This design comes from an exercise in tuning for small area on the open sky130 flow, not from production work. Only simulation tests tie the RTL to the original design; equivalence was not proved. The clock input has no modelled driver; a real chip could not lean on it and would need a root buffer or a full tree. Power and IR drop assume default switching activity.

==> flow/design.v (excerpt) <==
module ALUUnit( input CK4,
                input [15:0] A,
                input [15:0] B,
                input [3:0] aluC,
                input [1:0] SH,
                output [15:0] C,
                output CY );
	wire [15:0] nZ;
	wire [15:0] shRes;
	wire carryOut;
	wire carryLoad;
	reg carryFlag;
	reg [15:0] OperandRegister1;
	reg [15:0] OperandRegister2;
	reg inst5;
	ALU inst1( .A(A), .B(B), .aluC(aluC), .carryIn(carryFlag),
	           .nZ(nZ), .carryOut(carryOut), .carryLoad(carryLoad) );
	shifter inst2( .nZ(nZ), .SH(SH), .C(shRes) );
	always @ (posedge CK4)
		if (carryLoad)
			carryFlag <= carryOut;
	always @ (posedge CK4)
		OperandRegister1 <= shRes;
	always @ (negedge CK4)
		OperandRegister2 <= OperandRegister1;
	always @ (negedge CK4)
		inst5 <= carryFlag;
	assign C = OperandRegister2;
	assign CY = inst5;
endmodule
Size in the first run: about 230 cells after synthesis, roughly 56 I/O pins.
clock: 5.5 ns
lec_check: 0
cap_margin: 0
core_margin: 2
core_utilization: 40
gpl_timing_driven: 0
setup_slack_margin: -0.2
slew_margin: 0
synth_hierarchical: 1
synth_minimum_keep_size: 0
standard.sh (not shown) runs the stock make flow with config.mk's settings and CLKGATE_MAP_FILE= SYNTH_SCRIPT=/design/flow/synth_recipe.tcl, a recipe that flattens the netlist after the stock synthesis.
==> flow/flow/run.sh <==
#!/bin/bash
# Own flow: the standard layout (standard.sh) with a few ORFS hooks.
#  - every port keeps its buffer, made with the smallest buffer cell
#  - before floorplan, combinational cells go to their smallest drive
#    strength; the flow's timing repair upsizes only where timing needs it
#  - the clock network is built by hand (pre_cts.tcl): CK4 drives one clock
#    buffer for the rising-edge registers and the synthesis inverter for the
#    falling-edge ones
#  - power recovery after global routing downsizes cells with slack left
set -euo pipefail
here=$(pwd)
export BUFFER_PORTS_ARGS="-buffer_cell sky130_fd_sc_hd__buf_1"
export PRE_FLOORPLAN_TCL="$here/flow/downsize.tcl"
export PRE_CTS_TCL="$here/flow/pre_cts.tcl"
export FLOW_CLK_BUF=sky130_fd_sc_hd__clkbuf_8
export FLOW_CLK_INV=sky130_fd_sc_hd__clkinv_4
export RECOVER_POWER=100
bash standard.sh > "$here/standard_flow.log" 2>&1
Other scripts of this flow, unchanged in this note and not shown: flow/flow/downsize.tcl, flow/flow/pre_cts.tcl
The baseline went through all stages and came out clean.
Then changed:
CORE_UTILIZATION = 50   (was 40)
Result: Hold slack gets better by 0.013 ns; critical path depth fell by 1; sequential share of layout area rose by 0.42 points; die area fell by 19%; via count rose by 0.78%; setup slack gets worse by 0.058 ns; core utilization rose by 12 points; final area fell by 1.4%; clock skew barely changes; flip-flop and latch count is unchanged.
In every run of this note, the design's own scripts or RTL, not TritonCTS, make the clock network.

========
rev 12:
Another version of the RTL of ALUUnit (not shown whole).
Size in the first run: ~230 cells after synthesis, ~56 I/O pins.
Settings: LEC_CHECK=0, CAP_MARGIN=0, CORE_MARGIN=2, CORE_UTILIZATION=40, GPL_TIMING_DRIVEN=0, SETUP_SLACK_MARGIN=-0.2, SLEW_MARGIN=0, SYNTH_HIERARCHICAL=1, SYNTH_MINIMUM_KEEP_SIZE=0; clock period 5.5 ns.
Scripts as last shown in full above: flow/flow/run.sh
Other scripts of this flow, unchanged in this note and not shown: flow/flow/downsize.tcl, flow/flow/pre_cts.tcl
Input changes introduced in rev 13 (baseline for comparison: rev 12):
diff --git a/flow/config.mk b/flow/config.mk
--- a/flow/config.mk
+++ b/flow/config.mk
@@ -6,10 +6,9 @@
 export NUM_CORES = 4
 export LEC_CHECK = 0
-export CAP_MARGIN = 0
+export CAP_MARGIN = 20
 export CORE_MARGIN = 2
 export CORE_UTILIZATION = 40
 export GPL_TIMING_DRIVEN = 0
-export SETUP_SLACK_MARGIN = -0.2
-export SLEW_MARGIN = 0
+export SLEW_MARGIN = 20
 export SYNTH_HIERARCHICAL = 1
 export SYNTH_MINIMUM_KEEP_SIZE = 0
==> comparison <==
Proportion of power drawn by combinational gates up 0.4 points in rev 13 wrt rev 12
Sort rev 12 and rev 13 by arrival time reported for the critical path endpoint desc -> top: rev 12
[rev 13] largest stage delay on the critical path rose 0.32 ns relative to rev 12
Shortest clock period the worst path allows after layout, rev 12 and rev 13, lower one = rev 13.
Wire: rev 13 routes more than rev 12
In rev 13, the global-route usage came out 0.33 points above the value in rev 12.
Rev 13 against rev 12: final area +31 um^2; power rose by 0.0000047 W.
Re sequential share of layout area: rev 12 and rev 13 aren't equal, and the lower value belongs to rev 13.
No run of this note takes its clock network from TritonCTS; it comes from the design's own scripts or RTL.
